This is an optimization exercise on Yosys and OpenROAD, whose aim is small area, not a production implementation.
Function was checked by simulation only, so behaviour that the tests miss may differ from the original.

==> inputs of wip/nickel <==
// Final_Watch
module Final_Watch(
    input clk,
    input rst_sw,
    input [7:1] dip_sw,
    input [11:0] key_pad,
    output [7:0] seg_data,
    output [7:0] seg_com,
    output [7:0] lcd_data,
    output lcd_rs, lcd_rw, lcd_e,
    output [3:0] led_r,
    output [3:0] led_g,
    output [3:0] led_b,
    output piezo
);
Settings: LEC_CHECK=0, CAP_MARGIN=20, CORE_MARGIN=2, CORE_UTILIZATION=40, CTS_BUF_LIST=sky130_fd_sc_hd__clkbuf_8, SLEW_MARGIN=20; clock period 22.0 ns.
standard.sh (not shown) runs the stock make flow with config.mk's settings and CLKGATE_MAP_FILE= SYNTH_SCRIPT=/design/flow/synth_recipe.tcl, a recipe that flattens the netlist after the stock synthesis.
==> flow/flow/run.sh <==
#!/bin/bash
# Own flow: the standard synthesis, then the same synthesis again with an
# area-oriented ABC script and without adder cells; if the registers of the
# two netlists agree (names and cell types) the second netlist is laid out
# by the standard flow, otherwise the standard one is.
set -u
W=$(pwd)
R=$W/orfs/results/$FLOW_PLATFORM/Final_Watch/base
bash standard.sh synth > std_synth.log 2>&1 || exit 1
cp $R/1_2_yosys.v $W/ref_1_2_yosys.v
make -C $FLOW_HOME DESIGN_CONFIG=$W/config.mk WORK_HOME=$W/orfs CLKGATE_MAP_FILE= \
  SYNTH_SCRIPT=$W/flow/my_synth.tcl ADDER_MAP_FILE= do-yosys > my_synth.log 2>&1
ok=0
if [ -s $R/1_2_yosys.v ] && grep -q "endmodule" $R/1_2_yosys.v; then
  cp $R/1_2_yosys.v $W/own_1_2_yosys.v
  python3 $W/flow/fixnames.py $W/ref_1_2_yosys.v $W/own_1_2_yosys.v $W/own_fixed_1_2_yosys.v > fixnames.log 2>&1 \
    && cp $W/own_fixed_1_2_yosys.v $R/1_2_yosys.v
  python3 $W/flow/regs.py $W/ref_1_2_yosys.v > regs_ref.txt
  python3 $W/flow/regs.py $R/1_2_yosys.v > regs_own.txt
  if [ -s regs_ref.txt ] && cmp -s regs_ref.txt regs_own.txt; then ok=1; fi
fi
if [ $ok = 1 ]; then
  echo "own synthesis used" > synth_choice.txt
else
  echo "registers differ or own synthesis failed: standard synthesis used" > synth_choice.txt
  cp $W/ref_1_2_yosys.v $R/1_2_yosys.v
fi
touch $R/1_2_yosys.v
CTS_ARGS="-sink_clustering_enable -repair_clock_nets -buf_list sky130_fd_sc_hd__clkbuf_8 -dont_use_dummy_load" BUFFER_PORTS_ARGS="-buffer_cell sky130_fd_sc_hd__buf_1" bash standard.sh > std_layout.log 2>&1
==> flow/flow/area.abc <==
strash
&get -n
&deepsyn -T 60
&put
dch -f
amap
topo
Other scripts of this flow, unchanged in this note and not shown: flow/flow/fixnames.py, flow/flow/my_synth.tcl, flow/flow/regs.py
==> wip/quartz (differences from wip/nickel) <==
--- a/flow/design.v
+++ b/flow/design.v
@@ -63,28 +63,29 @@
     wire kstar = k_trig[3], key0 = k_trig[4], ksharp = k_trig[5];
     reg [2:0] c5;
     always @(posedge clk or negedge rst) begin
         if(!rst) c5 <= 3'd0;
         else     c5 <= {(c5[1] & c5[0]) | (c5[2] & ~c5[0]), (c5[1] ^ c5[0]) & ~c5[2], ~c5[0] | c5[2]};
     end
     wire c5_is4 = (c5 == 3'd4);           
     wire tick_1khz = (c5 == 3'd5);
-    reg [9:0] k1000;                       
-    always @(posedge clk or negedge rst) begin
-        if(!rst) k1000 <= 10'd0;
-        else if(c5_is4) k1000 <= (k1000 == 10'd999) ? 10'd0 : k1000 ^ {&k1000[8:0], &k1000[7:0], &k1000[6:0], &k1000[5:0], &k1000[4:0], &k1000[3:0], &k1000[2:0], &k1000[1:0], k1000[0], 1'b1};
-    end
-    wire tick_1hz = tick_1khz & (k1000 == 10'd0);
     reg [3:0] cnt_lcd;
     always @(posedge clk or negedge rst) begin
         if(!rst) cnt_lcd <= 4'd0;
         else     cnt_lcd <= hex_inc(cnt_lcd);
     end
     assign lcd_e = ((cnt_lcd[3] & (cnt_lcd[2] | cnt_lcd[1] | cnt_lcd[0])) | (cnt_lcd == 4'd0)) & (c5 != 3'd0);
+    reg [6:0] k125;
+    always @(posedge clk or negedge rst) begin
+        if(!rst) k125 <= 7'd0;
+        else if(c5_is4 && cnt_lcd[2:0] == 3'd7)
+            k125 <= (k125 == 7'd124) ? 7'd0 : k125 ^ {&k125[5:0], &k125[4:0], &k125[3:0], &k125[2:0], &k125[1:0], k125[0], 1'b1};
+    end
+    wire tick_1hz = tick_1khz & (cnt_lcd[2:0] == 3'd0) & (k125 == 7'd0);
     wire lcd_step = (cnt_lcd == 4'd8);
     reg view_24h;
     always @(posedge clk or negedge rst) begin
         if(!rst) view_24h <= 1'b1;
         else if((dip_sw[1] | dip_sw[2] | dip_sw[3] | dip_sw[4]) && key0)
             view_24h <= ~view_24h;
     end
     reg [3:0] c_h10, c_h1, c_m1, c_s1;
==> flow/flow/area.abc (replaced) <==
strash
&get -n
&deepsyn -J 100
&put
dch -f
amap
topo
Settings changed: CORE_UTILIZATION 40 to 60.
==> run notes <==
- In count of clock-buffer cells in the layout, wip/quartz and wip/nickel do not differ.
- Against wip/quartz, the final cell count of wip/nickel is higher by 10%.
- Of wip/nickel and wip/quartz, wip/nickel has the higher synthesized area (gap about 3%, measured against wip/quartz).
- Against wip/nickel, the synthesized cell count of wip/quartz is smaller by about 2.3%.

## re-timing with driven ports
How much do the figures lean on ideal ports? The routed layouts below were timed once more, with nothing changed but the port constraints.
Step 1, drivers: a clkbuf_16 drives clk and a buf_2 each remaining input, both assumed.
Step 2, shift: input delay + t, output delay - t, t = (earliest + latest rising clock arrival at the registers) / 2. This alone moves slack from input paths to output paths.
a / b / c = ideal / step 1 / step 2; a / b = the first two.
run	t (ns)	slack for setup (ns)	worst setup path after step 2	latest minus earliest clock arrival (ns)	worst data-port slew with drivers (ns)
wip/nickel	0.528	7.922 / 7.894 / 7.894	input to output	0.036 / 0.036	0.08
wip/quartz	0.512	7.822 / 7.791 / 7.791	input to output	0.041 / 0.041	0.03
After both steps setup and hold are still met in every run listed. For wip/quartz, which loses most, drivers alone change the setup slack by -0.031 ns; drivers and shift together by -0.031 ns.
